This design comes from an exercise in tuning for small area on the open sky130 flow, not from production work. Function was not checked in any run shown here: the RTL went through the layout flow alone. No activity file was given, so power comes from the tool's default toggle rates.

==> flow/design.v <==
module zigbee_cordic_dec(input wire [4:0] ibb, input wire [4:0] qbb, output wire [3:0] d);
  wire n_new_n100;
  wire n_new_n101;
  wire n_new_n102;
  wire n_new_n103;
  wire n_new_n104;
  wire n_new_n105;
  wire n_new_n107;
  wire n_new_n108;
  wire n_new_n109;
  wire n_new_n110;
  wire n_new_n111;
  wire n_new_n112;
  wire n_new_n113;
  wire n_new_n114;
  wire n_new_n115;
  wire n_new_n116;
  wire n_new_n117;
  wire n_new_n118;
  wire n_new_n119;
  wire n_new_n120;
  wire n_new_n121;
  wire n_new_n122;
  wire n_new_n123;
  wire n_new_n124;
  wire n_new_n125;
  wire n_new_n126;
  wire n_new_n127;
  wire n_new_n128;
  wire n_new_n129;
  wire n_new_n130;
  wire n_new_n131;
  wire n_new_n132;
  wire n_new_n133;
  wire n_new_n134;
  wire n_new_n135;
  wire n_new_n136;
  wire n_new_n137;
  wire n_new_n138;
  wire n_new_n139;
  wire n_new_n140;
  wire n_new_n141;
  wire n_new_n142;
  wire n_new_n143;
  wire n_new_n144;
  wire n_new_n145;
  wire n_new_n146;
  wire n_new_n147;
  wire n_new_n148;
  wire n_new_n149;
  wire n_new_n15;
  wire n_new_n150;
  wire n_new_n151;
  wire n_new_n152;
  wire n_new_n153;
  wire n_new_n154;
  wire n_new_n155;
  wire n_new_n156;
  wire n_new_n157;
  wire n_new_n158;
  wire n_new_n159;
  wire n_new_n16;
  wire n_new_n160;
  wire n_new_n161;
  wire n_new_n162;
  wire n_new_n163;
  wire n_new_n164;
  wire n_new_n165;
  wire n_new_n166;
  wire n_new_n167;
  wire n_new_n168;
  wire n_new_n169;
  wire n_new_n17;
  wire n_new_n170;
  wire n_new_n171;
  wire n_new_n172;
  wire n_new_n173;
  wire n_new_n174;
  wire n_new_n175;
  wire n_new_n176;
  wire n_new_n177;
  wire n_new_n178;
  wire n_new_n179;
  wire n_new_n18;
  wire n_new_n180;
  wire n_new_n181;
  wire n_new_n182;
  wire n_new_n183;
  wire n_new_n184;
  wire n_new_n185;
  wire n_new_n186;
  wire n_new_n187;
  wire n_new_n188;
  wire n_new_n189;
  wire n_new_n19;
  wire n_new_n190;
  wire n_new_n191;
  wire n_new_n192;
  wire n_new_n193;
  wire n_new_n194;
  wire n_new_n195;
  wire n_new_n196;
  wire n_new_n197;
  wire n_new_n198;
  wire n_new_n199;
  wire n_new_n20;
  wire n_new_n200;
  wire n_new_n201;
  wire n_new_n202;
  wire n_new_n203;
  wire n_new_n204;
  wire n_new_n205;
  wire n_new_n206;
  wire n_new_n207;
  wire n_new_n208;
  wire n_new_n209;
  wire n_new_n21;
  wire n_new_n210;
  wire n_new_n211;
  wire n_new_n212;
  wire n_new_n213;
  wire n_new_n214;
  wire n_new_n215;
  wire n_new_n217;
  wire n_new_n218;
  wire n_new_n219;
  wire n_new_n22;
  wire n_new_n220;
  wire n_new_n221;
  wire n_new_n222;
  wire n_new_n223;
  wire n_new_n23;
  wire n_new_n24;
  wire n_new_n25;
  wire n_new_n26;
  wire n_new_n27;
  wire n_new_n28;
  wire n_new_n29;
  wire n_new_n30;
  wire n_new_n31;
  wire n_new_n32;
  wire n_new_n33;
  wire n_new_n34;
  wire n_new_n35;
  wire n_new_n36;
  wire n_new_n37;
  wire n_new_n38;
  wire n_new_n39;
  wire n_new_n40;
  wire n_new_n41;
  wire n_new_n42;
  wire n_new_n43;
  wire n_new_n44;
  wire n_new_n45;
  wire n_new_n46;
  wire n_new_n47;
  wire n_new_n48;
  wire n_new_n49;
  wire n_new_n50;
  wire n_new_n52;
  wire n_new_n53;
  wire n_new_n54;
  wire n_new_n55;
  wire n_new_n56;
  wire n_new_n57;
  wire n_new_n58;
  wire n_new_n59;
  wire n_new_n60;
  wire n_new_n61;
  wire n_new_n62;
  wire n_new_n63;
  wire n_new_n64;
  wire n_new_n65;
  wire n_new_n66;
  wire n_new_n67;
  wire n_new_n68;
  wire n_new_n69;
  wire n_new_n70;
  wire n_new_n71;
  wire n_new_n72;
  wire n_new_n73;
  wire n_new_n74;
  wire n_new_n75;
  wire n_new_n76;
  wire n_new_n77;
  wire n_new_n78;
  wire n_new_n79;
  wire n_new_n80;
  wire n_new_n81;
  wire n_new_n82;
  wire n_new_n83;
  wire n_new_n84;
  wire n_new_n85;
  wire n_new_n86;
  wire n_new_n87;
  wire n_new_n88;
  wire n_new_n89;
  wire n_new_n90;
  wire n_new_n91;
  wire n_new_n92;
  wire n_new_n93;
  wire n_new_n94;
  wire n_new_n95;
  wire n_new_n96;
  wire n_new_n97;
  wire n_new_n98;
  wire n_new_n99;
  assign n_new_n15 = (~qbb[0] & ~qbb[1]);
  assign n_new_n16 = (ibb[4] & ~n_new_n15);
  assign n_new_n17 = (qbb[2] & ~n_new_n16);
  assign n_new_n18 = (~qbb[2] & n_new_n16);
  assign n_new_n19 = (~n_new_n17 & ~n_new_n18);
  assign n_new_n20 = (~ibb[0] & ~ibb[1]);
  assign n_new_n21 = (ibb[4] & ~n_new_n20);
  assign n_new_n22 = (ibb[2] & ~n_new_n21);
  assign n_new_n23 = (~ibb[2] & n_new_n21);
  assign n_new_n24 = (~n_new_n22 & ~n_new_n23);
  assign n_new_n25 = (~n_new_n19 & n_new_n24);
  assign n_new_n26 = (n_new_n19 & ~n_new_n24);
  assign n_new_n27 = (~n_new_n25 & ~n_new_n26);
  assign n_new_n28 = (ibb[0] & qbb[0]);
  assign n_new_n29 = (ibb[4] & qbb[0]);
  assign n_new_n30 = (qbb[1] & ~n_new_n29);
  assign n_new_n31 = (~qbb[1] & n_new_n29);
  assign n_new_n32 = (~n_new_n30 & ~n_new_n31);
  assign n_new_n33 = (ibb[0] & ibb[4]);
  assign n_new_n34 = (ibb[1] & ~n_new_n33);
  assign n_new_n35 = (~ibb[1] & n_new_n33);
  assign n_new_n36 = (~n_new_n34 & ~n_new_n35);
  assign n_new_n37 = (n_new_n32 & ~n_new_n36);
  assign n_new_n38 = (~n_new_n32 & n_new_n36);
  assign n_new_n39 = (~n_new_n37 & ~n_new_n38);
  assign n_new_n40 = (n_new_n28 & ~n_new_n39);
  assign n_new_n41 = (~n_new_n32 & ~n_new_n36);
  assign n_new_n42 = (~n_new_n40 & ~n_new_n41);
  assign n_new_n43 = (~n_new_n27 & n_new_n42);
  assign n_new_n44 = (n_new_n27 & ~n_new_n42);
  assign n_new_n45 = (~n_new_n43 & ~n_new_n44);
  assign n_new_n46 = (~qbb[2] & n_new_n15);
  assign n_new_n47 = (~qbb[3] & n_new_n46);
  assign n_new_n48 = (ibb[4] & ~n_new_n47);
  assign n_new_n49 = (~qbb[4] & ~n_new_n48);
  assign n_new_n50 = (ibb[4] & qbb[4]);
  assign d[3] = ~((~n_new_n49 & ~n_new_n50));
  assign n_new_n52 = (~n_new_n45 & ~d[3]);
  assign n_new_n53 = (~n_new_n28 & n_new_n39);
  assign n_new_n54 = (ibb[0] & n_new_n53);
  assign n_new_n55 = (~n_new_n37 & ~n_new_n54);
  assign n_new_n56 = (n_new_n27 & n_new_n55);
  assign n_new_n57 = (~n_new_n27 & ~n_new_n55);
  assign n_new_n58 = (d[3] & ~n_new_n57);
  assign n_new_n59 = (~n_new_n56 & n_new_n58);
  assign n_new_n60 = (~n_new_n52 & ~n_new_n59);
  assign n_new_n61 = (~n_new_n40 & ~n_new_n53);
  assign n_new_n62 = (qbb[0] & ~d[3]);
  assign n_new_n63 = (~n_new_n61 & n_new_n62);
  assign n_new_n64 = (n_new_n61 & ~n_new_n62);
  assign n_new_n65 = (~n_new_n63 & ~n_new_n64);
  assign n_new_n66 = (~n_new_n45 & d[3]);
  assign n_new_n67 = (qbb[0] & n_new_n53);
  assign n_new_n68 = (~n_new_n38 & ~n_new_n67);
  assign n_new_n69 = (~n_new_n27 & ~n_new_n68);
  assign n_new_n70 = (n_new_n27 & n_new_n68);
  assign n_new_n71 = (~d[3] & ~n_new_n70);
  assign n_new_n72 = (~n_new_n69 & n_new_n71);
  assign n_new_n73 = (~n_new_n66 & ~n_new_n72);
  assign n_new_n74 = (n_new_n65 & n_new_n73);
  assign n_new_n75 = (qbb[4] & n_new_n47);
  assign n_new_n76 = (d[3] & ~n_new_n75);
  assign n_new_n77 = (~n_new_n25 & ~n_new_n56);
  assign n_new_n78 = (~ibb[2] & n_new_n20);
  assign n_new_n79 = (ibb[4] & ~n_new_n78);
  assign n_new_n80 = (ibb[3] & ~n_new_n79);
  assign n_new_n81 = (~ibb[3] & n_new_n79);
  assign n_new_n82 = (~n_new_n80 & ~n_new_n81);
  assign n_new_n83 = (ibb[4] & ~n_new_n46);
  assign n_new_n84 = (qbb[3] & ~n_new_n83);
  assign n_new_n85 = (~qbb[3] & n_new_n83);
  assign n_new_n86 = (~n_new_n84 & ~n_new_n85);
  assign n_new_n87 = (n_new_n82 & ~n_new_n86);
  assign n_new_n88 = (n_new_n77 & ~n_new_n87);
  assign n_new_n89 = (~n_new_n82 & n_new_n86);
  assign n_new_n90 = (~ibb[3] & ibb[4]);
  assign n_new_n91 = (n_new_n78 & n_new_n90);
  assign n_new_n92 = (n_new_n76 & ~n_new_n91);
  assign n_new_n93 = (~n_new_n76 & n_new_n91);
  assign n_new_n94 = (~n_new_n92 & ~n_new_n93);
  assign n_new_n95 = (~n_new_n89 & ~n_new_n94);
  assign n_new_n96 = (~n_new_n88 & n_new_n95);
  assign n_new_n97 = (n_new_n76 & ~n_new_n96);
  assign n_new_n98 = (n_new_n19 & n_new_n24);
  assign n_new_n99 = (~n_new_n43 & ~n_new_n98);
  assign n_new_n100 = (~n_new_n82 & n_new_n99);
  assign n_new_n101 = (n_new_n86 & ~n_new_n100);
  assign n_new_n102 = (n_new_n82 & ~n_new_n99);
  assign n_new_n103 = (~n_new_n101 & ~n_new_n102);
  assign n_new_n104 = (~d[3] & ~n_new_n91);
  assign n_new_n105 = (~n_new_n103 & n_new_n104);
  assign d[2] = (~n_new_n97 & ~n_new_n105);
  assign n_new_n107 = (~n_new_n74 & d[2]);
  assign n_new_n108 = (~n_new_n87 & ~n_new_n89);
  assign n_new_n109 = (~n_new_n26 & ~n_new_n70);
  assign n_new_n110 = (~d[3] & ~n_new_n109);
  assign n_new_n111 = (d[3] & ~n_new_n99);
  assign n_new_n112 = (~n_new_n110 & ~n_new_n111);
  assign n_new_n113 = (n_new_n108 & ~n_new_n112);
  assign n_new_n114 = (~n_new_n108 & n_new_n112);
  assign n_new_n115 = (~n_new_n113 & ~n_new_n114);
  assign n_new_n116 = (n_new_n107 & n_new_n115);
  assign n_new_n117 = (~n_new_n107 & ~n_new_n115);
  assign n_new_n118 = (~n_new_n116 & ~n_new_n117);
  assign n_new_n119 = (~n_new_n60 & n_new_n118);
  assign n_new_n120 = (n_new_n60 & ~n_new_n118);
  assign n_new_n121 = (~n_new_n119 & ~n_new_n120);
  assign n_new_n122 = (~n_new_n65 & d[2]);
  assign n_new_n123 = (n_new_n73 & ~n_new_n122);
  assign n_new_n124 = (~n_new_n73 & n_new_n122);
  assign n_new_n125 = (~n_new_n123 & ~n_new_n124);
  assign n_new_n126 = (ibb[0] & d[3]);
  assign n_new_n127 = (n_new_n61 & ~n_new_n126);
  assign n_new_n128 = (~n_new_n61 & n_new_n126);
  assign n_new_n129 = (~n_new_n127 & ~n_new_n128);
  assign n_new_n130 = (~n_new_n125 & n_new_n129);
  assign n_new_n131 = (n_new_n125 & ~n_new_n129);
  assign n_new_n132 = (~n_new_n130 & ~n_new_n131);
  assign n_new_n133 = (~ibb[0] & ~qbb[0]);
  assign n_new_n134 = (~n_new_n28 & ~n_new_n133);
  assign n_new_n135 = (~n_new_n65 & n_new_n134);
  assign n_new_n136 = (n_new_n132 & ~n_new_n135);
  assign n_new_n137 = (~n_new_n130 & ~n_new_n136);
  assign n_new_n138 = (n_new_n121 & n_new_n137);
  assign n_new_n139 = (~n_new_n121 & ~n_new_n137);
  assign n_new_n140 = (~n_new_n138 & ~n_new_n139);
  assign n_new_n141 = (~n_new_n89 & n_new_n109);
  assign n_new_n142 = (~n_new_n87 & ~n_new_n141);
  assign n_new_n143 = (~d[3] & ~n_new_n142);
  assign n_new_n144 = (d[3] & n_new_n103);
  assign n_new_n145 = (~n_new_n143 & ~n_new_n144);
  assign n_new_n146 = (n_new_n94 & ~n_new_n145);
  assign n_new_n147 = (~n_new_n94 & n_new_n145);
  assign n_new_n148 = (~n_new_n146 & ~n_new_n147);
  assign n_new_n149 = (n_new_n60 & n_new_n129);
  assign n_new_n150 = (d[2] & ~n_new_n149);
  assign n_new_n151 = (~d[3] & ~n_new_n99);
  assign n_new_n152 = (d[3] & ~n_new_n77);
  assign n_new_n153 = (~n_new_n151 & ~n_new_n152);
  assign n_new_n154 = (n_new_n108 & ~n_new_n153);
  assign n_new_n155 = (~n_new_n108 & n_new_n153);
  assign n_new_n156 = (~n_new_n154 & ~n_new_n155);
  assign n_new_n157 = (n_new_n150 & n_new_n156);
  assign n_new_n158 = (~n_new_n150 & ~n_new_n156);
  assign n_new_n159 = (~n_new_n157 & ~n_new_n158);
  assign n_new_n160 = (~n_new_n73 & ~n_new_n159);
  assign n_new_n161 = (~n_new_n65 & ~n_new_n133);
  assign n_new_n162 = (d[2] & ~n_new_n129);
  assign n_new_n163 = (n_new_n60 & n_new_n162);
  assign n_new_n164 = (~n_new_n60 & ~n_new_n162);
  assign n_new_n165 = (n_new_n65 & ~n_new_n134);
  assign n_new_n166 = (~n_new_n129 & n_new_n165);
  assign n_new_n167 = (~n_new_n164 & ~n_new_n166);
  assign n_new_n168 = (~n_new_n163 & n_new_n167);
  assign n_new_n169 = (~n_new_n161 & ~n_new_n168);
  assign n_new_n170 = (n_new_n73 & n_new_n159);
  assign n_new_n171 = (~n_new_n160 & ~n_new_n170);
  assign n_new_n172 = (~n_new_n169 & n_new_n171);
  assign n_new_n173 = (~n_new_n160 & ~n_new_n172);
  assign n_new_n174 = (n_new_n149 & ~n_new_n156);
  assign n_new_n175 = (n_new_n173 & ~n_new_n174);
  assign n_new_n176 = (~n_new_n173 & n_new_n174);
  assign n_new_n177 = (~n_new_n175 & ~n_new_n176);
  assign n_new_n178 = (n_new_n115 & n_new_n177);
  assign n_new_n179 = (~n_new_n148 & n_new_n178);
  assign n_new_n180 = (n_new_n148 & ~n_new_n178);
  assign n_new_n181 = (~n_new_n179 & ~n_new_n180);
  assign n_new_n182 = (n_new_n140 & ~n_new_n181);
  assign n_new_n183 = (~n_new_n119 & ~n_new_n138);
  assign n_new_n184 = (n_new_n74 & ~n_new_n115);
  assign n_new_n185 = (d[2] & ~n_new_n184);
  assign n_new_n186 = (~n_new_n148 & ~n_new_n185);
  assign n_new_n187 = (n_new_n148 & n_new_n185);
  assign n_new_n188 = (~n_new_n186 & ~n_new_n187);
  assign n_new_n189 = (~n_new_n156 & ~n_new_n188);
  assign n_new_n190 = (n_new_n156 & n_new_n188);
  assign n_new_n191 = (~n_new_n189 & ~n_new_n190);
  assign n_new_n192 = (n_new_n183 & ~n_new_n191);
  assign n_new_n193 = (~n_new_n183 & n_new_n191);
  assign n_new_n194 = (~n_new_n192 & ~n_new_n193);
  assign n_new_n195 = (~n_new_n140 & ~n_new_n194);
  assign n_new_n196 = (~n_new_n182 & ~n_new_n195);
  assign n_new_n197 = (n_new_n169 & ~n_new_n171);
  assign n_new_n198 = (~n_new_n172 & ~n_new_n197);
  assign n_new_n199 = (~n_new_n165 & n_new_n198);
  assign n_new_n200 = (~n_new_n135 & ~n_new_n199);
  assign n_new_n201 = (~n_new_n132 & ~n_new_n200);
  assign n_new_n202 = (~n_new_n136 & ~n_new_n201);
  assign n_new_n203 = (~n_new_n115 & ~n_new_n177);
  assign n_new_n204 = (~n_new_n178 & ~n_new_n203);
  assign n_new_n205 = (~n_new_n202 & ~n_new_n204);
  assign n_new_n206 = (n_new_n136 & n_new_n199);
  assign n_new_n207 = (n_new_n198 & ~n_new_n206);
  assign n_new_n208 = (~n_new_n205 & n_new_n207);
  assign n_new_n209 = (n_new_n202 & n_new_n204);
  assign n_new_n210 = (~n_new_n140 & ~n_new_n181);
  assign n_new_n211 = (~n_new_n209 & ~n_new_n210);
  assign n_new_n212 = (~n_new_n208 & n_new_n211);
  assign n_new_n213 = (~n_new_n196 & ~n_new_n212);
  assign n_new_n214 = (d[2] & n_new_n186);
  assign n_new_n215 = (~n_new_n190 & ~n_new_n214);
  assign d[1] = ~((~n_new_n193 & n_new_n215));
  assign n_new_n217 = (~n_new_n213 & d[1]);
  assign n_new_n218 = (~n_new_n202 & n_new_n204);
  assign n_new_n219 = (~n_new_n206 & ~n_new_n218);
  assign n_new_n220 = (~n_new_n182 & n_new_n219);
  assign n_new_n221 = (~n_new_n140 & n_new_n181);
  assign n_new_n222 = (n_new_n194 & ~n_new_n221);
  assign n_new_n223 = (~n_new_n220 & n_new_n222);
  assign d[0] = ~((~n_new_n217 & ~n_new_n223));
endmodule
module zigbee_cordic_top (
	input  wire       reset_n,
	input  wire       clk,
	input  wire [4:0] ibb,
	input  wire [4:0] qbb,
	input  wire       iValid,
	output wire [4:0] wout,
	output wire       oValid
	);
	wire [3:0] d;
	zigbee_cordic_dec i_dec (.ibb(ibb), .qbb(qbb), .d(d));
	reg [4:0] dec_s0, dec_s1, dec_s2;
	reg v_s0, v_s1, v_s2;
	always @(posedge clk) begin
		dec_s0 <= {ibb[4], d};
		dec_s1 <= dec_s0;
		dec_s2 <= dec_s1;
	end
	always @(posedge clk, negedge reset_n) begin
		if (!reset_n) begin
			v_s0 <= 0;
			v_s1 <= 0;
			v_s2 <= 0;
		end else begin
			v_s0 <= iValid;
			v_s1 <= v_s0;
			v_s2 <= v_s1;
		end
	end
	assign wout = {~(dec_s2[4] ^ dec_s2[3]), ~dec_s2[3], dec_s2[2:0]};
	assign oValid = v_s2;
endmodule
module bit_recovery(
	input  logic       clk,
	input  logic       resetn,
	input  logic [4:0] phase,
	input  logic       ph_valid,
	output logic       data_bits
	);
	logic [4:0] phase_q, phase_diff;
	logic v1, v2, overflow, enable, bit_new;
	assign enable = v1 & ~v2;
	assign phase_diff = phase - phase_q;
	assign overflow = (phase[4] ^ phase_q[4]) ? 1'b0 : (phase_diff[4] ^ phase[4]);
	assign bit_new = overflow ? data_bits : ~phase_diff[4];
	always_ff @(posedge clk, negedge resetn) begin
		if (~resetn) begin
			v1 <= 0;
			v2 <= 0;
			phase_q <= 0;
			data_bits <= 0;
		end else begin
			v1 <= ph_valid;
			v2 <= v1;
			if (enable) begin
				phase_q <= phase;
				data_bits <= bit_new;
			end
		end
	end
endmodule
module cdr(
	input  logic clk,
	input  logic resetn_i,
	input  logic data_i,
	output logic data_en_o,
	output logic take_o
	);
	logic data_en_w, fall_q;
	logic T_w, E_w;
	logic q1, q2, q3, q4;
	logic [4:0] count;
	logic [4:0] cycles;
	logic en_toggle_w, en_rise_w, en_fall_w;
	assign T_w = q1 ^ q2;
	assign E_w = q2 ^ q4;
	assign cycles = ~T_w ? 5'd24 : (E_w ? 5'd25 : 5'd23);
	assign en_toggle_w = (count == cycles) || (count == 12);
	assign en_rise_w = en_toggle_w && ~data_en_w;
	assign en_fall_w = en_toggle_w && data_en_w;
	assign take_o = fall_q;
	always_ff @(posedge clk, negedge resetn_i) begin
		if (~resetn_i) begin
			q1 <= 0;
			q2 <= 0;
			q3 <= 0;
			q4 <= 0;
			data_en_w <= 1;
			fall_q <= 0;
			count <= 24;
			data_en_o <= 0;
		end else begin
			if (en_rise_w) begin
				q1 <= data_i;
				q2 <= q1;
				q4 <= q3;
			end
			if (en_fall_w)
				q3 <= data_i;
			if (count == cycles)
				count <= 0;
			else
				count <= count + 1;
			if (en_toggle_w)
				data_en_w <= ~data_en_w;
			fall_q <= en_fall_w;
			data_en_o <= take_o;
		end
	end
endmodule
module bit_recovery_CDR(
	input  logic       clk,
	input  logic       resetn,
	input  logic [4:0] phase_i,
	input  logic       ph_valid_i,
	output logic       data_en_o,
	output logic       take_o,
	output logic       data_w
	);
	bit_recovery i_bit_recovery(
		.clk(clk), .resetn(resetn), .phase(phase_i), .ph_valid(ph_valid_i), .data_bits(data_w));
	cdr i_cdr(
		.clk(clk), .resetn_i(resetn), .data_i(data_w), .data_en_o(data_en_o), .take_o(take_o));
endmodule
module fifo_rx (
	input  logic       clk,
	input  logic       reset_n,
	input  logic       en_cdr,
	input  logic       take,
	input  logic       data_in,
	input  logic       psel,
	input  logic       pwrite,
	input  logic       penable,
	output logic       pslverr,
	output logic [7:0] prdata,
	output logic       bit_o
	);
	logic [7:0] ring [0:3][0:15];
	logic [7:0] head [0:3];
	logic [8:0] sr;
	logic [2:0] i;
	logic [6:0] wr_ptr, rd_ptr, rd_next;
	logic [3:0] x0, x1;
	logic pending;
	logic full, empty, wr_en, rd_en, adv, byp;
	logic [7:0] stg;
	logic [3:0] ins;
	assign empty = wr_ptr == rd_ptr;
	assign full = (wr_ptr[5:0] == rd_ptr[5:0]) && (wr_ptr[6] != rd_ptr[6]);
	assign pslverr = empty;
	assign wr_en = en_cdr && (i == 1);
	assign bit_o = sr[8];
	assign rd_en = psel && penable && !pwrite && !empty;
	assign adv = rd_en || (full && wr_en);
	assign rd_next = rd_ptr + 7'd4 + adv;
	assign stg = sr[7:0];
	assign byp = pending && (rd_ptr[5:0] + 6'd1 == wr_ptr[5:0]);
	always_comb begin
		for (integer b = 0; b < 4; b++)
			ins[b] = pending && (wr_ptr[5:0] == 6'(61 + b));
	end
	assign x0 = rd_next[5:2];
	assign x1 = rd_next[5:2] + 4'd1;
	always_ff @(posedge clk)
		if (take)
			sr[0] <= sr[1];
	always_ff @(posedge clk) begin
		for (integer b = 0; b < 4; b++) begin
			logic [3:0] x;
			logic [7:0] d0;
			d0 = ins[b] ? stg : ring[b][15];
			ring[b][0] <= d0;
			for (integer k = 1; k < 16; k++)
				ring[b][k] <= ring[b][k-1];
			x = (b < rd_next[1:0]) ? x1 : x0;
			if (x[1:0] == 0) begin
				case (x[3:2])
					2'd0: head[b] <= d0;
					2'd1: head[b] <= ring[b][3];
					2'd2: head[b] <= ring[b][7];
					default: head[b] <= ring[b][11];
				endcase
			end
		end
	end
	always_ff @(posedge clk, negedge reset_n) begin
		if (~reset_n) begin
			sr[8:1] <= 0;
			i <= 0;
			wr_ptr <= 0;
			rd_ptr <= 0;
			pending <= 0;
			prdata <= 0;
		end else begin
			if (take) begin
				sr[8:1] <= {data_in, sr[8:2]};
				i <= i + 1;
			end
			wr_ptr <= wr_ptr + 7'd4 + wr_en;
			rd_ptr <= rd_next;
			if (wr_en)
				pending <= 1;
			else if (|ins)
				pending <= 0;
			if (rd_en)
				prdata <= byp ? stg : head[rd_ptr[1:0]];
			else
				prdata <= 0;
		end
	end
endmodule
module zigbee_rx_back (
  input  logic       clk_i,
  input  logic       resetn_i,
  input  logic [4:0] ibb_i,
  input  logic [4:0] qbb_i,
  input  logic       iq_valid_i,
  input  logic       psel_i,
  input  logic       penable_i,
  input  logic       pwrite_i,
  output logic [7:0] prdata_o,
  output logic       pslverr_o,
  output logic       bit_o,
  output logic       bit_en_o
);
  logic [4:0] cordic_phase;
  logic       cordic_valid;
  logic       cdr_bit;
  logic       cdr_take;
  logic       cdr_valid;
  zigbee_cordic_top i_cordic (
    .reset_n(resetn_i), .clk(clk_i), .ibb(ibb_i), .qbb(qbb_i), .iValid(iq_valid_i),
    .wout(cordic_phase), .oValid(cordic_valid));
  bit_recovery_CDR i_cdr (
    .clk(clk_i), .resetn(resetn_i), .phase_i(cordic_phase), .ph_valid_i(cordic_valid),
    .data_en_o(cdr_valid), .take_o(cdr_take), .data_w(cdr_bit));
  fifo_rx i_fifo_rx (
    .clk(clk_i), .reset_n(resetn_i), .en_cdr(cdr_valid), .take(cdr_take), .data_in(cdr_bit),
    .psel(psel_i), .pwrite(pwrite_i), .penable(penable_i),
    .pslverr(pslverr_o), .prdata(prdata_o), .bit_o(bit_o));
  assign bit_en_o = cdr_valid;
endmodule
==> flow/run.sh <==
#!/bin/bash
# synth_recipe.tcl (not shown) runs the flow's synth.tcl, then flattens the netlist and writes it again
# the make line also repeats each setting of config.mk as NAME=value (left out here)
make -C /OpenROAD-flow-scripts/flow DESIGN_CONFIG=/design/flow/config.mk WORK_HOME=/design/flow/orfs CLKGATE_MAP_FILE= SYNTH_SCRIPT=/design/flow/synth_recipe.tcl finish
==> flow/config.mk <==
export PLATFORM = sky130hd
export DESIGN_NAME = zigbee_rx_back
export DESIGN_NICKNAME = zigbee_rx_back
export VERILOG_FILES = /design/flow/design.v
export SDC_FILE = /design/flow/constraint.sdc
export NUM_CORES = 4
export LEC_CHECK = 0
export ABC_AREA = 0
export CAP_MARGIN = 0
export CORE_MARGIN = 2
export CORE_UTILIZATION = 40
export CTS_BUF_LIST = sky130_fd_sc_hd__clkbuf_8
export CTS_CLUSTER_DIAMETER = 50
export CTS_CLUSTER_SIZE = 16
export SLEW_MARGIN = 0
==> flow/constraint.sdc <==
create_clock -name core_clock -period 10.0 [get_ports {clk_i}]
set_input_delay 2.0000 -clock core_clock [delete_from_list [all_inputs] [get_ports {clk_i}]]
set_output_delay 2.0000 -clock core_clock [all_outputs]
set_load 0.01 [all_outputs]
==> metrics.md, run 1 <==
| Metric | Value |
|---|---|
| Outcome | timing/DRC/antenna clean |
| Seq/Total Area, Yosys | 77.3% |
| CP max FO | 11 |
| DR iter-0 viols | 453 |
| CTS tree | done |
| CP peak stage delay | 0.73 ns |
| Post-CTS setup buffers | 0 |
| Hpwl dp | 16.9 mm |
| Seq cells post-synth | 617 |
| Mux contribution to synthesized area | 7.37% |
| Largest family of logic cells by synthesized area | multiplexers |
| Pin count of the biggest net entering global routing | 58 |
| Post-CTS Hold Fix Bufs | 0 |
| Row count | 75 |
| CP cell instances | clkdlybuf4s50_1, nand2_1, xnor2_1, inv_1, fa_1, fa_1, maj3_1, a21oi_2, nand3_1, o21a_1, o221a_2, fa_1, xnor2_1, ha_1, inv_1, a211oi_1, a211oi_1, maj3_2, o22a_1 |
| Tmin final | 6.48 ns |
| Req. time, crit path | 10.49 ns |
| Critical Path AT | 6.96 ns |
| XOR/XNOR share of the synthesized area | 3.36% |
| Clock latency (worst-skew pair) | 0.61 ns |
| Post-synth top flop | dfxtp_1 |
| Ant. Diodes | 0 |
| First-pass GRT wire length | 42.4 mm |
| Final setup viols | 0 |
| Fraction of the mapped netlist area in simple logic gates | 3.70% |
| Initial Utilization | 40.3% |
| Vias/cell | 4.49 |
| Crit share post-route | 64.8% |
| Initial antenna violation count | 0 |
| Final GP Congestion | 0.815 |
| Post-CTS Resized | 0 |
| Die area | 0.0436 mm² |
| Max VDD drop | 0.000153 V |
| Asr flop ratio synth | 9.24% |
| Max-slew violation count | 0 |
| Compound-cell area share of the yosys netlist | 4.11% |
| Slowest stage cell, crit path | clkdlybuf4s50_1 |
| Clock-pin slew on the worst setup and hold paths | 0.10 ns |
| Post-Syn Nets | 1,133 |
| Worst Slack Setup Final | 3.52 ns |
| NumNets Final | 1,196 |
| EDFF count, synth | 33 |
| Slew headroom | 41.7% |
| # IOs | 27 |
| Num CTS Buffers | 49 |
| Setup slack at placement | 2.90 ns |
| Crit start category | input pin |
| Leak Pwr | 0.00757 µW |
| P&R area growth vs syn | 10.7% |
| Detailed Routing Iterations Pass 1 | 8 |
| Die Wd | 209 µm |
| Fmax | 154 MHz |
| CP Capture Type | register |
| DRT antenna net count | 0 |
| Area of the multi-input gates | 0.00360 mm² |
| # fillers | 3,734 |
| Root buffer cell | clkbuf_8 |
| CTS H-tree depth | 2 |
| Pwr Density | 289 mW/mm² |
| Chip Height | 209 µm |
| Yosys warns | 6 |
| Hold Slack | 0.311 ns |
| Hold Violations, Final | 0 |
| Kind of critical path | in2reg |
| Non-Filler Instances | 1,711 |
| Post-Route WL | 26.4 mm |
| Hold WC Path Type | reg2reg |
| Synth cell types | 68 |
| GRT overflow | 0 |
| Via count | 7,690 |
| Core area | 0.0417 mm² |
| CP most frequent cell | fa_1 |
| Post-route DRC | 0 |
| Post-Syn Instances | 1,082 |
| Clock Tree Buf Depth | 3 |
| Setup_tns | 0 ns |
| Clock Skews | 0.0313 ns |
| Gr usage total | 12.4% |
| Placed Instances | 1,633 |
| Layout cells sized above 1 | 14.2% |
| Synth Area in Adders | 2.91% |
| Clock Sinks | 617 |
| Area of the mapped netlist | 0.0168 mm² |
| Register area | 0.0130 mm² |
| Port Buffers | 26 |
| Detail-routed net length per standard cell | 15.4 µm |
| Slew @ Worst Pin | 0.873 ns |
| Unrepaired setup endpoints after global routing | false |
| Number of global-route vias before repair | 7,639 |
| Syn_area_per_cell | 15.5 µm² |
| Maxcap violations | 0 |
==> worst paths after layout <==
path	startpoint	to	slack, ns	cells past startpoint
setup / recovery	ibb_i[4]	i_cordic.dec_s0[0]$_DFF_P_	3.52	19
hold / removal	i_fifo_rx.ring[26][1]$_DFF_P_	i_fifo_rx.ring[27][1]$_DFF_P_	0.31	0
setup reg to reg	i_fifo_rx.rd_ptr[4]$_DFF_PN0_	i_fifo_rx.head[1][5]$_DFFE_PN_	4.91	13
hold reg to reg	i_fifo_rx.ring[26][1]$_DFF_P_	i_fifo_rx.ring[27][1]$_DFF_P_	0.31	0
max in group asynchronous	resetn_i	i_fifo_rx.wr_ptr[5]$_DFF_PN0_	7.93	2
min in group asynchronous	resetn_i	i_cdr.i_cdr.count[2]$_DFF_PN0_	1.55	2
==> worst max-delay path, delay by kind of cell <==
family,cells,cell delay [ns]
xor+xnor,2,0.36
fa+ha+maj,6,2.34
compound gates,6,1.11
simple gates,2,0.23
buf+inv,3,0.92
==> flip-flops by register name (all words and copies together) (netlist names), 3 cells and up <==
name / flops
i_cdr.i_bit_recovery.phase_q: 5
i_cordic.dec_s0: 5
i_fifo_rx.ring: 512
i_fifo_rx.i: 3
i_fifo_rx.head: 32
i_fifo_rx.sr: 9
i_fifo_rx.wr_ptr: 7
i_cdr.i_cdr.count: 5
i_fifo_rx.prdata: 8
i_fifo_rx.rd_ptr: 7
i_cordic.dec_s1: 5
i_cordic.dec_s2: 5
==> stage by stage <==
step | utilization (%) | area, µm² | total power (µW)
3_5_place_dp | 42.4 | 17700 | 4150
4_1_cts | 44.6 | 18600 | 5450
2_1_floorplan | - | 16800 | 3790
5_1_grt | 44.6 | 18600 | 5690
6_report | 44.6 | 18600 | 5380
3_3_place_gp | 42.4 | 17700 | 4130
==> cells by family after synthesis <==
logic type | count (synthesis)
adders and majority gates | 37
muxes | 84
buffers and inverters | 54
DFF | 617
and+or+nand+nor | 132
AOI/OAI and AO/OA | 100
xor gates and xnor gates | 58
==> Yosys cell counts, types with 6 or more instances <==
master / count / area (µm²)
xnor2_1: 30 / 263
dfrtp_1: 54 / 1350
nand2b_1: 6 / 37.5
mux2_2: 44 / 495
a222oi_1: 8 / 80.1
nor2_1: 44 / 165
nand3_1: 8 / 40.0
xor2_1: 22 / 193
mux2i_1: 12 / 120
ha_1: 31 / 388
mux4_2: 27 / 608
o21ai_0: 27 / 135
clkbuf_1: 11 / 41.3
a21oi_1: 23 / 115
edfxtp_1: 33 / 991
nor2b_1: 6 / 37.5
inv_1: 35 / 131
nand2_1: 40 / 150
dfxtp_1: 527 / 10600
==> area by class of cell <==
type / instances / share of cell area (%)
sequential: 617 / 69.8
inverter: 36 / 0.727
multi-input combinational: 411 / 19.4
tap: 539 / 3.63
timing repair buffer: 30 / 1.54
clock buffer: 51 / 3.78
clock inverter: 27 / 1.14
==> metal layers <==
| metal | share of wire, % | GRT usage (%) | routed length (µm) | vias up |
|---|---|---|---|---|
| li1 | - | - | - | 3773 |
| met1 | 50 | 17.5 | 13100 | 3745 |
| met2 | 44 | 19.1 | 11600 | 119 |
| met3 | 3.6 | 2.39 | 943 | 53 |
| met4 | 2.7 | 4.29 | 699 | 0 |
| met5 | 0 | 0 | 0 | - |
==> where the power goes <==
group          switching, µW  internal, µW  total (µW)
Sequential               144          2680        2830
Combinational            721           538        1260
Clock                    776           518        1290
==> placed cells by master (no fill, tap or decap), types with 5 or more instances in the layout <==
cell,instances
edfxtp_1,33
nand2b_1,6
a222oi_1,8
mux2i_1,12
inv_1,49
dfrtp_1,54
mux4_2,27
o22ai_1,5
nand2_1,40
xnor2_2,5
nand3_1,8
o21ai_0,27
nor2_1,44
dfxtp_1,527
xnor2_1,30
nor3_1,5
clkdlybuf4s50_1,25
mux2_2,44
ha_1,31
o21a_1,5
a21oi_1,23
xor2_1,22
nor2b_1,6
clkbuf_8,51
==> inputs of run 2 (changes only) <==
--- a/flow/config.mk
+++ b/flow/config.mk
@@ -8,8 +8,9 @@
 export ABC_AREA = 0
 export CAP_MARGIN = 0
 export CORE_MARGIN = 2
-export CORE_UTILIZATION = 40
+export CORE_UTILIZATION = 80
 export CTS_BUF_LIST = sky130_fd_sc_hd__clkbuf_8
 export CTS_CLUSTER_DIAMETER = 50
 export CTS_CLUSTER_SIZE = 16
+export PLACE_DENSITY = 0.88
 export SLEW_MARGIN = 0
==> run 2 against run 1 <==
Effect of this change: still clean; via count rose by 11%; first-iteration DRC count rose by 76%; worst hold slack improved by 0.010 ns; final area fell by 2.5%; register-to-register slack got worse by 0.09 ns; total power rose by 1.6%; synthesized area did not move; die area fell by 49%; count of clock-buffer cells in the layout fell by 4; critical path depth did not move; critical endpoint unchanged; largest cell class unchanged; largest power group unchanged.
==> metrics.md, run 2 <==
| Metric | Value |
|---|---|
| Compound-cell area share of the yosys netlist | 4.11% |
| Non-Filler Instances | 1,433 |
| Most frequent cell after synthesis | dfxtp_1 |
| Slew headroom | 13.8% |
| Post-Syn Instances | 1,082 |
| Max reg flops | 512 |
| Pin count of the biggest net entering global routing | 58 |
| Hpwl dp | 21.5 mm |
| Post-Syn Nets | 1,133 |
| CTS H-tree depth | 2 |
| Yosys warns | 6 |
| Seq/Total Area, Yosys | 77.3% |
| Outcome | timing/DRC/antenna clean |
| P_sw | 1750 µW |
| Gr usage total | 32.7% |
| # IOs | 27 |
| Clock latency (worst-skew pair) | 0.59 ns |
| Crit share post-route | 71.2% |
| Hold WC Path Type | reg2reg |
| Vias/cell | 5.96 |
| Seq pwr share | 52.0% |
| Net Sw Frac | 32.0% |
| Root buffer cell | clkbuf_8 |
| Req. time, crit path | 10.48 ns |
| Fmax | 141 MHz |
| Detail-routed net length per standard cell | 24.0 µm |
| Via count | 8,539 |
| Ant. Diodes | 0 |
| Post-CTS Resized | 0 |
| Mux contribution to synthesized area | 7.37% |
| Row count | 52 |
| Hold Path Cell Cnt | 0 |
| Commonest non-fill, non-tap cell in the layout | dfxtp_1 |
| Asr flop ratio synth | 9.24% |
| Biggest regs | i_fifo_rx.ring: 512 flops, i_fifo_rx.head: 32 flops, i_fifo_rx.sr: 9 flops |
| Post-Route WL | 34.4 mm |
| Hold Violations, Final | 0 |
| Core area | 0.0204 mm² |
| Leak Pwr | 0.00753 µW |
| Chip Height | 149 µm |
| XOR/XNOR share of the synthesized area | 3.36% |
| Die Wd | 149 µm |
| Tmin final | 7.12 ns |
| DRT antenna net count | 0 |
| Initial antenna violation count | 0 |
| GRT overflow | 0 |
| Util after Layout | 88.7% |
| Synth Area in Adders | 2.91% |
| Clock Sinks | 617 |
| Max-slew violation count | 0 |
| Post-CTS Hold Fix Bufs | 0 |
| First-pass GRT wire length | 53.3 mm |
| Pwr Density | 301 mW/mm² |
| Share of the synthesized area in the top cell type | 62.9% |
| Final GP Congestion | 0.886 |
| Gate power share | 25.4% |
| Post-synth top flop | dfxtp_1 |
| CP Capture Type | register |
| Syn_area_per_cell | 15.5 µm² |
| Setup_tns | 0 ns |
| Fraction of the mapped netlist area in simple logic gates | 3.70% |
| Clock Power Share | 22.6% |
| Top cells by count, synth | 527 x dfxtp_1, 54 x dfrtp_1, 44 x mux2_2, 44 x nor2_1, 40 x nand2_1 |
| Initial Utilization | 82.2% |
| EDFF count, synth | 33 |
| Unrepaired setup endpoints after global routing | false |
| Slew @ Worst Pin | 1.28 ns |
| Clock-pin slew on the worst setup and hold paths | 0.11 ns |
| Number of global-route vias before repair | 9,228 |
| DP Area | 0.0173 mm² |
| Maxcap violations | 0 |
| Final instance area | 0.0181 mm² |
| Layout cells sized above 1 | 13.2% |
| Worst R2R Path Depth | 12 |
| CTS tree | done |
| Final setup viols | 0 |
| P&R area growth vs syn | 7.99% |
| DR iter-0 viols | 796 |
| Largest register by flop count | i_fifo_rx.ring |
| Clock Tree Buf Depth | 3 |
| Area of the mapped netlist | 0.0168 mm² |
| Cell taking the most area after synthesis | dfxtp_1 |
| Detailed Routing Iterations Pass 1 | 5 |
| Area contributors post-synth | dfxtp_1 63%, dfrtp_1 8.1%, edfxtp_1 5.9%, mux4_2 3.6%, mux2_2 3.0% |
| Crit start category | input pin |
| Seq cells post-synth | 617 |
| Critical Path AT | 7.60 ns |
| NumNets Final | 1,191 |
| Post-CTS setup buffers | 0 |
| Int Pwr | 3720 µW |
| Die area | 0.0222 mm² |
| Clock Skews | 0.0293 ns |
| Max VDD drop | 0.000179 V |
| Largest family of logic cells by synthesized area | multiplexers |
| CP max FO | 11 |
| Port Buffers | 26 |
| Post-route DRC | 0 |
| Kind of critical path | in2reg |
| Synth cell types | 68 |
| Commonest cells after routing, fill and taps aside | 527 x dfxtp_1, 54 x inv_1, 54 x dfrtp_1 |
| Hold Slack | 0.322 ns |
| Num CTS Buffers | 45 |
| Placed Instances | 1,363 |
## run 2: cell counts after synthesis
Identical to the previous run, type by type.
## run 2: area by class of cell
| cell class | count | area (µm²) |
|---|---|---|
| clock buffer | 47 | 647 |
| sequential | 617 | 13000 |
| multi-input combinational | 411 | 3600 |
| inverter | 36 | 135 |
| timing repair buffer | 29 | 278 |
| tap | 270 | 338 |
| fill | 730 | 2300 |
| clock inverter | 23 | 155 |
## run 2: per-layer routing
| metal | wire (µm) | track usage (%) | up-vias |
|---|---|---|---|
| met1 | 13200 | 40.3 | 4161 |
| met4 | 1860 | 16.5 | 0 |
| met5 | 0 | 0 | - |
| met3 | 2450 | 6.42 | 147 |
| met2 | 16900 | 55.8 | 480 |
| li1 | - | - | 3751 |
## run 2: per-stage QoR
step                      worst slack [ns]  power, µW
after global placement                3.04       4060
final                                 2.88       5470
after floorplan                       3.95       3790
after detailed placement              2.56       4190
after CTS                             3.10       5450
after global routing                  2.73       5670
## run 2: path summary, 6_finish.rpt
check                                         startpoint                                     endpoint  slack (ns)
setup / recovery                                ibb_i[4]                   i_cordic.dec_s0[0]$_DFF_P_        2.88
hold / removal             i_fifo_rx.ring[50][1]$_DFF_P_                i_fifo_rx.ring[51][1]$_DFF_P_        0.32
setup reg to reg           i_fifo_rx.rd_ptr[4]$_DFF_PN0_               i_fifo_rx.head[1][3]$_DFFE_PN_        4.82
hold reg to reg            i_fifo_rx.ring[50][1]$_DFF_P_                i_fifo_rx.ring[51][1]$_DFF_P_        0.32
max in group asynchronous                       resetn_i                i_fifo_rx.wr_ptr[3]$_DFF_PN0_        7.93
min in group asynchronous                       resetn_i  i_cdr.i_bit_recovery.phase_q[2]$_DFFE_PN0P_        1.56
## run 2: worst max-delay path: stages
cell	delay (ns)
clkdlybuf4s50_1	0.81
nand2_1	0.17
xnor2_1	0.26
inv_1	0.14
fa_1	0.45
fa_1	0.48
maj3_1	0.46
a21oi_2	0.40
nand3_1	0.17
o21a_1	0.15
o221a_2	0.23
fa_1	0.37
xnor2_1	0.24
ha_1	0.34
o211a_1	0.14
o221a_2	0.29
a21oi_1	0.21
nor2_1	0.07
o22a_1	0.20
## run 2: power groups by stage
stage / clock, µW / combinational, µW / sequential (µW)
finish: 1240 / 1390 / 2840
global route: 1330 / 1480 / 2860
CTS: 1250 / 1370 / 2840
floorplan: 0 / 976 / 2810
global placement: 0 / 1190 / 2870
detailed placement: 0 / 1300 / 2890
## run 2: cells by family (layout without fill, tap and decap cells)
| kind of cell | Yosys count | count (layout) |
|---|---|---|
| DFF | 617 | 617 |
| and+or+nand+nor | 132 | 132 |
| AOI/OAI and AO/OA | 100 | 100 |
| muxes | 84 | 84 |
| xor gates and xnor gates | 58 | 58 |
| buffers and inverters | 54 | 135 |
| adders and majority gates | 37 | 37 |
==> inputs of run 3 (changes only) <==
--- a/flow/config.mk
+++ b/flow/config.mk
@@ -6,11 +6,11 @@
 export NUM_CORES = 4
 export LEC_CHECK = 0
 export ABC_AREA = 0
-export CAP_MARGIN = 0
+export CAP_MARGIN = 20
 export CORE_MARGIN = 2
-export CORE_UTILIZATION = 80
+export CORE_UTILIZATION = 65
 export CTS_BUF_LIST = sky130_fd_sc_hd__clkbuf_8
 export CTS_CLUSTER_DIAMETER = 50
 export CTS_CLUSTER_SIZE = 16
-export PLACE_DENSITY = 0.88
-export SLEW_MARGIN = 0
+export PLACE_DENSITY = 0.75
+export SLEW_MARGIN = 20
==> run 3 against run 2 <==
Effect of this change: register-to-register slack improved by 0.43 ns; clock power about the same; final area rose by 0.57%; sequential power hardly changed; count of clock-buffer cells in the layout rose by 4; global-route usage fell by 13 points; fmax is 8.6% higher; worst hold slack improved by 0.0037 ns; wire length down 26%; critical path type unchanged; critical endpoint unchanged.
==> metrics.md, run 3 <==
| Metric | Value |
|---|---|
| Outcome | timing/DRC/antenna clean |
| Post-Syn Instances | 1,082 |
| Maxcap violations | 0 |
| Port Buffers | 26 |
| Mux contribution to synthesized area | 7.37% |
| GRT overflow | 0 |
| Post-Syn Nets | 1,133 |
| Detail-routed net length per standard cell | 17.0 µm |
| Fmax | 153 MHz |
| CP Capture Type | register |
| Top cells by count, synth | 527 x dfxtp_1, 54 x dfrtp_1, 44 x mux2_2, 44 x nor2_1, 40 x nand2_1 |
| Post-Route WL | 25.3 mm |
| CP cell instances | clkdlybuf4s50_1, nand2_1, xnor2_1, inv_1, fa_1, fa_1, maj3_1, a21oi_2, nand3_1, o21a_1, o221a_2, fa_1, xnor2_1, ha_1, nor2_1, o21ai_0, a211oi_1, maj3_2, o22a_1 |
| Total power | 5260 µW |
| DR iter-0 viols | 559 |
| Req. time, crit path | 10.46 ns |
| Post-synth top flop | dfxtp_1 |
| Compound-cell area share of the yosys netlist | 4.11% |
| CTS H-tree depth | 2 |
| Row count | 58 |
| Most frequent cell after synthesis | dfxtp_1 |
| Pin count of the biggest net entering global routing | 58 |
| Reg2reg start | i_fifo_rx.rd_ptr[4]$_DFF_PN0_ |
| Cell taking the most area after synthesis | dfxtp_1 |
| Post-CTS Resized | 0 |
| Root buffer cell | clkbuf_8 |
| # IOs | 27 |
| CTS tree | done |
| Crit start category | input pin |
| R2r setup slk | 5.25 ns |
| Synth Area in Adders | 2.91% |
| Initial Utilization | 66.5% |
| Asr flop ratio synth | 9.24% |
| Synth cell types | 68 |
| Leak Pwr | 0.00753 µW |
| Max VDD drop | 0.000158 V |
| Unrepaired setup endpoints after global routing | false |
| Post-route DRC | 0 |
| EDFF count, synth | 33 |
| Commonest cells after routing, fill and taps aside | 527 x dfxtp_1, 54 x dfrtp_1, 51 x clkbuf_8 |
| Chip Height | 165 µm |
| Critical Path AT | 7.02 ns |
| Slowest stage cell, crit path | clkdlybuf4s50_1 |
| Setup_tns | 0 ns |
| Hold WC Path Type | reg2reg |
| Clock-pin slew on the worst setup and hold paths | 0.09 ns |
| Max reg flops | 512 |
| Final GP Congestion | 0.851 |
| Largest family of logic cells by synthesized area | multiplexers |
| Worst R2R Path Depth | 13 |
| Via count | 7,604 |
| DRT antenna net count | 0 |
| Worst Hold Endpoint | i_fifo_rx.ring[58][0]$_DFF_P_ |
| Clock latency (worst-skew pair) | 0.57 ns |
| NumNets Final | 1,192 |
| Clock Skews | 0.0238 ns |
| Final setup viols | 0 |
| Slew headroom | 44.0% |
| Vias/cell | 5.10 |
| Max-slew violation count | 0 |
| CP most frequent cell | fa_1 |
| Syn_area_per_cell | 15.5 µm² |
| CP max FO | 11 |
| Seq cells post-synth | 617 |
| Slew @ Worst Pin | 0.835 ns |
| Tmin final | 6.56 ns |
| Die area | 0.0271 mm² |
| Clock Tree Buf Depth | 3 |
| CP peak stage delay | 0.78 ns |
| P&R area growth vs syn | 8.60% |
| Ant. Diodes | 0 |
| Kind of critical path | in2reg |
| XOR/XNOR share of the synthesized area | 3.36% |
| Yosys warns | 6 |
| Hold path start | i_fifo_rx.ring[57][0]$_DFF_P_ |
| Largest register by flop count | i_fifo_rx.ring |
| Post-CTS Hold Fix Bufs | 0 |
| Hpwl dp | 16.6 mm |
| Hold Violations, Final | 0 |
| Fraction of the mapped netlist area in simple logic gates | 3.70% |
| Number of global-route vias before repair | 7,487 |
| Hold Slack | 0.325 ns |
| Pwr Density | 289 mW/mm² |
| Core area | 0.0253 mm² |
| Hold Path Cell Cnt | 0 |
| Post-CTS setup buffers | 0 |
| Initial antenna violation count | 0 |
| Die Wd | 165 µm |
| Share of the synthesized area in the top cell type | 62.9% |
| Area contributors post-synth | dfxtp_1 63%, dfrtp_1 8.1%, edfxtp_1 5.9%, mux4_2 3.6%, mux2_2 3.0% |
| Seq/Total Area, Yosys | 77.3% |
| Layout cells sized above 1 | 13.7% |
| Area of the mapped netlist | 0.0168 mm² |
| Util after Layout | 72.2% |
| Detailed Routing Iterations Pass 1 | 7 |
| First-pass GRT wire length | 39.8 mm |
| Gr usage total | 19.4% |
| Biggest regs | i_fifo_rx.ring: 512 flops, i_fifo_rx.head: 32 flops, i_fifo_rx.sr: 9 flops |
| Clock Sinks | 617 |
| Num CTS Buffers | 46 |
| Commonest non-fill, non-tap cell in the layout | dfxtp_1 |
| Reg2Reg Capture Point | i_fifo_rx.head[1][4]$_DFFE_PN_ |
| Crit share post-route | 65.6% |
-- run 3: cell counts after synthesis --
Identical to the previous run, type by type.
-- run 3: cell families after synthesis --
logic type | after synthesis
flip-flops | 617
AND/OR/NAND/NOR | 132
AO/OA/AOI/OAI | 100
multiplexers | 84
XOR/XNOR | 58
buffers and inverters | 54
adder cells (fa/ha/maj) | 37
-- run 3: cell type report --
| class | instances | area [µm²] |
|---|---|---|
| Tap cell | 330 | 413 |
| Fill cell | 1609 | 7020 |
| Inverter | 36 | 135 |
| Clock inverter | 18 | 120 |
| Timing Repair Buffer | 29 | 278 |
| Sequential cell | 617 | 13000 |
| Multi-Input combinational cell | 411 | 3610 |
| Clock buffer | 51 | 702 |
-- run 3: stage by stage --
| stage | instance area (µm²) | instances | setup WS [ns] |
|---|---|---|---|
| final | 18200 | 1492 | 3.44 |
| after floorplan | 16800 | 1082 | 3.95 |
| after CTS | 18200 | 1492 | 3.50 |
| after global routing | 18200 | 1492 | 3.20 |
| after detailed placement | 17400 | 1423 | 2.87 |
| after global placement | 17400 | 1423 | 3.02 |
-- run 3: routing by layer --
layer	GRT usage (%)	up-vias	share of wire, %
li1	-	3749	-
met1	28.2	3696	50
met2	30.6	122	45
met3	3.29	37	3.4
met4	4.90	0	1.6
met5	0	-	0
-- run 3: power by group --
part           internal, µW  switching, µW
clock                   497            712
sequential             2680            141
combinational           533            697
-- run 3: worst max-delay path by stage --
| stage | to | startpoint | slack [ns] |
|---|---|---|---|
| finish | i_cordic.dec_s0[0]$_DFF_P_ | ibb_i[4] | 3.44 |
| global route | i_cordic.dec_s0[0]$_DFF_P_ | ibb_i[4] | 3.20 |
| CTS | i_cordic.dec_s0[0]$_DFF_P_ | ibb_i[4] | 3.50 |
| detailed placement | i_cordic.dec_s0[0]$_DFF_P_ | ibb_i[4] | 2.87 |
| global placement | i_cordic.dec_s0[0]$_DFF_P_ | ibb_i[4] | 3.02 |
| floorplan | i_cordic.dec_s0[0]$_DFF_P_ | ibb_i[4] | 3.95 |
-- run 3: critical path, delay by kind of cell --
kind	cells	cell delay, ns
fa+ha+maj	6	2.31
compound gates	6	1.13
buf+inv	2	0.89
xor+xnor	2	0.36
simple gates	3	0.31
==> inputs of run 4 (changes only) <==
==> flow/flow/run.sh (new file) <==
#!/bin/bash
# Layout flow: the standard flow (standard.sh) for every step, with two
# changes in how the layout is made:
#  - synthesis maps the logic with an area-oriented ABC script (abc_area.script
#    here, in place of ORFS's), the rest of synthesis being ORFS's unchanged;
#  - clock tree synthesis leaves out dummy loads and uses clkbuf_8 buffers with
#    small sink clusters.
# Each step's full output goes to a log file in the work folder.
set -euo pipefail
WORK=$(pwd)
cp -r "$FLOW_HOME/scripts" "$WORK/scripts_own"
cp "$WORK/flow/abc_area.script" "$WORK/scripts_own/abc_area.script"
SCRIPTS_DIR="$WORK/scripts_own" bash standard.sh synth > "$WORK/log_synth.txt" 2>&1
export CTS_ARGS="-sink_clustering_enable -repair_clock_nets -dont_use_dummy_load -sink_clustering_size 16 -sink_clustering_max_diameter 50 -buf_list sky130_fd_sc_hd__clkbuf_8"
bash standard.sh finish > "$WORK/log_layout.txt" 2>&1
==> flow/flow/abc_area.script (new file) <==
strash
&get -n
&dch
&nf -R 1000
&put
topo
stime -c
==> flow/standard.sh (new file) <==
#!/bin/bash
# synth_recipe.tcl (not shown) runs the flow's synth.tcl, then flattens the netlist and writes it again
# the make line also repeats each setting of config.mk as NAME=value (left out here)
make -C /OpenROAD-flow-scripts/flow DESIGN_CONFIG=/design/flow/config.mk WORK_HOME=/design/flow/orfs CLKGATE_MAP_FILE= SYNTH_SCRIPT=/design/flow/synth_recipe.tcl "${@:-finish}"
==> flow/config.mk (replaced) <==
export PLATFORM = sky130hd
export DESIGN_NAME = zigbee_rx_back
export DESIGN_NICKNAME = zigbee_rx_back
export VERILOG_FILES = /design/flow/design.v
export SDC_FILE = /design/flow/constraint.sdc
export NUM_CORES = 4
export LEC_CHECK = 0
export ABC_AREA = 1
export CAP_MARGIN = 20
export CORE_MARGIN = 2
export CORE_UTILIZATION = 40
export SLEW_MARGIN = 20
removed: flow/run.sh
==> run 4 against run 3 <==
Effect of this change: still clean on timing, DRC and antenna; sequential share of layout area rose by 1.5 points; synthesized cell count is 2.4% higher; setup slack better by 0.29 ns; final area is 2.0% lower.
==> metrics.md, run 4 <==
| Metric | Value |
|---|---|
| Port Buffers | 26 |
| Reg2Reg Capture Point | i_fifo_rx.head[0][0]$_DFFE_PN_ |
| Max VDD drop | 0.000193 V |
| Layout cells sized above 1 | 4.64% |
| CTS tree | done |
| Top cells by count, synth | 527 x dfxtp_1, 108 x nand2_1, 62 x nor2_1 |
| DR iter-0 viols | 612 |
| Die Wd | 206 µm |
| Worst R2R Path Depth | 17 |
| Clock Sinks | 617 |
| Gr usage total | 13.0% |
| Commonest cells after routing, fill and taps aside | 527 x dfxtp_1, 108 x nand2_1, 62 x nor2_1 |
| Hpwl dp | 17.4 mm |
| Detail-routed net length per standard cell | 15.5 µm |
| Crit share post-route | 62.7% |
| CP max FO | 10 |
| Clock latency (worst-skew pair) | 0.59 ns |
| Area contributors post-synth | dfxtp_1 65%, dfrtp_1 8.3%, edfxtp_1 6.1%, mux2_1 3.0%, nand2_1 2.5% |
| Slew headroom | 35.8% |
| Die area | 0.0423 mm² |
| Chip Height | 206 µm |
| Area of the mapped netlist | 0.0163 mm² |
| Syn_area_per_cell | 14.7 µm² |
| Hold Violations, Final | 0 |
| Detailed Routing Iterations Pass 1 | 6 |
| Post-Syn Instances | 1,108 |
| Ant. Diodes | 0 |
| Post-CTS Hold Fix Bufs | 0 |
| Unrepaired setup endpoints after global routing | false |
| Non-Filler Instances | 1,710 |
| Setup_tns | 0 ns |
| Root buffer cell | clkbuf_8 |
| Pin count of the biggest net entering global routing | 58 |
| Post-Syn Nets | 1,159 |
| Max reg flops | 512 |
| Slew @ Worst Pin | 0.961 ns |
| Clock Skews | 0.0605 ns |
| Reg2reg start | i_fifo_rx.rd_ptr[0]$_DFF_PN0_ |
| Outcome | timing/DRC/antenna clean |
| Tmin final | 6.27 ns |
| Hold path start | i_fifo_rx.ring[37][2]$_DFF_P_ |
| Clock-pin slew on the worst setup and hold paths | 0.08 ns |
| Initial Utilization | 40.7% |
| Asr flop ratio synth | 9.24% |
| Fmax | 160 MHz |
| P&R area growth vs syn | 9.85% |
| CTS H-tree depth | 2 |
| Hold Path Cell Cnt | 0 |
| CP Capture Type | register |
| Biggest regs | i_fifo_rx.ring: 512 flops, i_fifo_rx.head: 32 flops, i_fifo_rx.sr: 9 flops |
| Worst Hold Endpoint | i_fifo_rx.ring[38][2]$_DFF_P_ |
| Max-slew violation count | 0 |
| Placed Instances | 1,661 |
| First-pass GRT wire length | 42.3 mm |
| Most frequent cell after synthesis | dfxtp_1 |
| Initial antenna violation count | 0 |
| Num CTS Buffers | 49 |
| Crit start category | input pin |
| Seq cells post-synth | 617 |
| Post-CTS Resized | 0 |
| Post-CTS setup buffers | 0 |
| Synth cell types | 38 |
| Req. time, crit path | 10.42 ns |
| Row count | 73 |
| Clock Tree Buf Depth | 3 |
| Post-Route WL | 26.5 mm |
| Post-route DRC | 0 |
| Seq/Total Area, Yosys | 79.8% |
| DRT antenna net count | 0 |
| Hold WC Path Type | reg2reg |
| Final GP Congestion | 0.792 |
| Leak Pwr | 0.00722 µW |
| Yosys warns | 6 |
| Largest register by flop count | i_fifo_rx.ring |
| NumNets Final | 1,238 |
| Maxcap violations | 0 |
| GRT overflow | 0 |
| EDFF count, synth | 33 |
| Cell taking the most area after synthesis | dfxtp_1 |
| Post-synth top flop | dfxtp_1 |
| # IOs | 27 |
| Pwr Density | 284 mW/mm² |
| Share of the synthesized area in the top cell type | 64.9% |
| Via count | 7,799 |
| Number of global-route vias before repair | 7,701 |
| Core area | 0.0399 mm² |
| Kind of critical path | in2reg |
| Final setup viols | 0 |
| Commonest non-fill, non-tap cell in the layout | dfxtp_1 |
| Critical Path AT | 6.69 ns |
| Vias/cell | 4.56 |
| R2r setup slk | 5.01 ns |
-- run 4: worst max-delay path: stages --
cell and delay (ns):
clkdlybuf4s50_1 0.63, nand2_1 0.11, xnor2_1 0.22, clkinv_1 0.16, fa_1 0.44, fa_1 0.44, nor2_1 0.13, nor2_1 0.04
a21oi_1 0.17, o31a_1 0.27, nand2_1 0.11, a221oi_1 0.32, a21oi_1 0.09, fa_1 0.39, xor2_1 0.18, ha_1 0.31
nand2_1 0.06, a21oi_1 0.18, nor2_1 0.05, o311ai_0 0.25, o21ai_0 0.13
-- run 4: how the worst max path moves through the flow --
stage                            endpoint     start  cells after the start
6_report       i_cordic.dec_s0[0]$_DFF_P_  ibb_i[4]                     21
3_5_place_dp   i_cordic.dec_s0[0]$_DFF_P_  ibb_i[4]                     21
2_1_floorplan  i_cordic.dec_s0[0]$_DFF_P_  ibb_i[4]                     20
4_1_cts        i_cordic.dec_s0[0]$_DFF_P_  ibb_i[4]                     21
5_1_grt        i_cordic.dec_s0[0]$_DFF_P_  ibb_i[4]                     21
3_3_place_gp   i_cordic.dec_s0[0]$_DFF_P_  ibb_i[4]                     21
-- run 4: routing by layer --
layer  global-route usage (%)  vias up  share of wire, %
met5                        0        -                 0
met3                     2.88       44               4.5
met1                     18.4     3726                50
met2                     19.9      158                43
li1                         -     3871                 -
met4                     3.98        0               2.0
-- run 4: report_power, final --
group          internal, µW  leakage, µW  switching, µW
combinational           349      0.00158            746
sequential             2680      0.00529            162
clock                   439     0.000352            687
-- run 4: logic make-up after synthesis --
group / Yosys count / share of synthesized area [%]
buffers and inverters: 30 / 0.693
muxes: 44 / 3.05
AOI/OAI and AO/OA: 119 / 5.31
and+or+nand+nor: 208 / 5.33
xor gates and xnor gates: 55 / 2.96
DFF: 617 / 79.8
adders and majority gates: 35 / 2.88
-- run 4: per-stage QoR --
stage	util [%]	worst slack [ns]	cell area (µm²)	power [µW]	hold slack [ns]
global route	44.7	3.29	17900	5370	0.275
floorplan	-	4.30	16300	3590	0.310
CTS	44.7	3.78	17900	5130	0.280
detailed placement	43.1	3.18	17200	4000	0.312
finish	44.7	3.73	17900	5070	0.281
global placement	43.1	3.34	17200	3980	0.310
-- run 4: layout make-up --
type | instances | area (µm²)
Fill cell | 3518 | 22100
Sequential cell | 617 | 13000
Multi-Input combinational cell | 461 | 3170
Clock buffer | 49 | 674
Tap cell | 525 | 657
Timing Repair Buffer | 28 | 270
Inverter | 30 | 113
==> inputs of run 5 (changes only) <==
==> flow/flow/run.sh (replaced) <==
#!/bin/bash
# Layout flow: the standard flow (standard.sh) for every step, with these
# changes in how the layout is made:
#  - synthesis maps the logic with an area-oriented ABC script (abc_area.script
#    here, in place of ORFS's) and leaves adders to ABC (no ADDER_MAP_FILE);
#    the rest of synthesis is ORFS's, unchanged, so the registers are the
#    standard synthesis's;
#  - port buffers are sky130_fd_sc_hd__buf_1 (every port still gets one);
#  - clock tree synthesis leaves out dummy loads and uses clkbuf_8 buffers with
#    small sink clusters.
# Each step's full output goes to a log file in the work folder.
set -euo pipefail
WORK=$(pwd)
cp -r "$FLOW_HOME/scripts" "$WORK/scripts_own"
cp "$WORK/flow/abc_area.script" "$WORK/scripts_own/abc_area.script"
SCRIPTS_DIR="$WORK/scripts_own" ADDER_MAP_FILE= bash standard.sh synth > "$WORK/log_synth.txt" 2>&1
export BUFFER_PORTS_ARGS="-buffer_cell sky130_fd_sc_hd__buf_1"
export CTS_ARGS="-sink_clustering_enable -repair_clock_nets -dont_use_dummy_load -sink_clustering_size 16 -sink_clustering_max_diameter 50 -buf_list sky130_fd_sc_hd__clkbuf_8"
bash standard.sh finish > "$WORK/log_layout.txt" 2>&1
==> flow/flow/abc_area.script (replaced) <==
strash
dch
map -a
mfs2 -a
strash
&get -n
&dch
&nf -R 1000
&put
topo
--- a/flow/config.mk
+++ b/flow/config.mk
@@ -8,5 +8,6 @@
 export ABC_AREA = 1
 export CAP_MARGIN = 20
 export CORE_MARGIN = 2
-export CORE_UTILIZATION = 40
+export CORE_UTILIZATION = 65
+export PLACE_DENSITY = 0.75
 export SLEW_MARGIN = 20
==> run 5 against run 4 <==
Effect of this change: clock power shrank 4%; worst hold slack worse by 0.015 ns; wire length is 4.2% lower; sequential share of layout area is 3.1 points higher; largest power group unchanged; still clean.
==> metrics.md, run 5 <==
| Metric | Value |
|---|---|
| Final setup viols | 0 |
| Cell taking the most area after synthesis | dfxtp_1 |
| Critical Path AT | 6.44 ns |
| Area of the mapped netlist | 0.0160 mm² |
| Yosys warns | 6 |
| Number of global-route vias before repair | 7,559 |
| Asr flop ratio synth | 9.24% |
| Worst Hold Endpoint | i_fifo_rx.ring[47][5]$_DFF_P_ |
| Post-CTS setup buffers | 0 |
| Pin count of the biggest net entering global routing | 39 |
| Fraction of the mapped netlist area in simple logic gates | 5.92% |
| Setup_tns | 0 ns |
| Hold Violations, Final | 0 |
| DP Area | 0.0165 mm² |
| Synth Area in Adders | 0.188% |
| Die Wd | 161 µm |
| Outcome | timing/DRC/antenna clean |
| Core area | 0.0242 mm² |
| CP peak stage delay | 0.63 ns |
| Top cells by count, synth | 527 x dfxtp_1, 119 x nand2_1, 54 x dfrtp_1 |
| Num CTS Buffers | 46 |
| Vias/cell | 5.23 |
| CTS tree | done |
| # IOs | 27 |
| Seq cells post-synth | 617 |
| EDFF count, synth | 33 |
| Post-route DRC | 0 |
| Port Buffers | 26 |
| Crit share post-route | 59.6% |
| Die area | 0.0259 mm² |
| Req. time, crit path | 10.49 ns |
| CP max FO | 9 |
| Tmin final | 5.96 ns |
| Kind of critical path | in2reg |
| Slew headroom | 31.5% |
| Chip Height | 161 µm |
| Unrepaired setup endpoints after global routing | false |
| Worst R2R Path Depth | 16 |
| Post-synth top flop | dfxtp_1 |
| Placed Instances | 1,436 |
| Non-Filler Instances | 1,482 |
| CP Capture Type | register |
| Via count | 7,745 |
| Post-Syn Instances | 1,084 |
| Hold path start | i_fifo_rx.ring[46][5]$_DFF_P_ |
| Initial antenna violation count | 0 |
| Slowest stage cell, crit path | a32oi_1 |
| Reg2Reg Capture Point | i_fifo_rx.head[2][5]$_DFFE_PN_ |
| Clock latency (worst-skew pair) | 0.58 ns |
| Clock-pin slew on the worst setup and hold paths | 0.09 ns |
| GRT overflow | 0 |
| Max VDD drop | 0.000156 V |
| Fmax | 168 MHz |
| Layout cells sized above 1 | 4.49% |
| Crit start category | input pin |
| Post-Syn Nets | 1,100 |
| Post-Route WL | 25.4 mm |
| Clock Skews | 0.0503 ns |
| Clock Tree Buf Depth | 3 |
| R2r setup slk | 5.02 ns |
| Slew @ Worst Pin | 1.02 ns |
| Max-slew violation count | 0 |
| Hpwl dp | 16.3 mm |
| Hold Path Cell Cnt | 0 |
| Syn_area_per_cell | 14.7 µm² |
| Seq/Total Area, Yosys | 81.2% |
| XOR/XNOR share of the synthesized area | 3.56% |
| Share of the synthesized area in the top cell type | 66.0% |
| CTS H-tree depth | 2 |
| Largest register by flop count | i_fifo_rx.ring |
| Post-CTS Hold Fix Bufs | 0 |
## run 5: cell types whose count changed after synthesis, sizes merged, moves of 11 or more
cell    before  now
a21oi       31   17
clkinv      30   15
ha          31    0
nand2      108  119
nor2        62   40
## run 5: report_power, final
part	switching, µW	internal [µW]	leakage [µW]
Clock	680	413	0.000331
Combinational	613	274	0.00128
Sequential	153	2670	0.00528
## run 5: logic make-up after synthesis
family,Yosys count
DFF,617
buffers and inverters,15
adders and majority gates,3
muxes,46
and+or+nand+nor,218
AOI/OAI and AO/OA,120
xor gates and xnor gates,65
## run 5: worst max path at each step
stage / start / end / slack (ns) / cells after the start
after global placement: ibb_i[4] / i_cordic.dec_s0[0]$_DFF_P_ / 3.78 / 18
after global routing: qbb_i[0] / i_cordic.dec_s0[0]$_DFF_P_ / 3.71 / 18
after detailed placement: ibb_i[4] / i_cordic.dec_s0[0]$_DFF_P_ / 3.53 / 18
after CTS: qbb_i[0] / i_cordic.dec_s0[0]$_DFF_P_ / 4.11 / 18
final: ibb_i[4] / i_cordic.dec_s0[0]$_DFF_P_ / 4.04 / 18
after floorplan: ibb_i[1] / i_cordic.dec_s0[0]$_DFF_P_ / 4.43 / 17
## run 5: cell type report
cell class	count	area, µm²
multi-input combinational	452	2950
sequential	617	13000
fill	1629	7120
inverter	15	56.3
tap	324	405
timing repair buffer	28	114
clock buffer	46	633
## run 5: metal layers
layer  up-vias  track usage (%)  part of all wire, %
li1       3812                -                    -
met1      3691             29.5                   49
met2       185             30.4                   43
met3        57             3.36                  4.9
met4         0             7.10                  2.7
met5         -                0                    0
## run 5: worst max-delay path, delay by kind of cell
family                     cells  cell delay [ns]
and+or+nand+nor                6             1.04
adders and majority gates      2             0.76
xor gates and xnor gates       3             0.52
buffers and inverters          1             0.27
AOI/OAI and AO/OA              6             1.84
## run 5: stage by stage
| step | hold slack (ns) | power, µW | setup slack [ns] | utilization, % |
|---|---|---|---|---|
| floorplan | 0.310 | 3450 | 4.43 | - |
| global placement | 0.310 | 3740 | 3.78 | 68.0 |
| detailed placement | 0.312 | 3760 | 3.53 | 68.0 |
| CTS | 0.268 | 4830 | 4.11 | 70.7 |
| global route | 0.260 | 5040 | 3.71 | 70.7 |
| finish | 0.265 | 4800 | 4.04 | 70.7 |

Check on run 5: ideal ports give 4.044 ns setup slack; a clkbuf_16 on the clock port and buf_2 on the inputs give 4.065 ns; moving port delays by the midpoint clock arrival (0.589 ns) as well gives 3.476 ns.
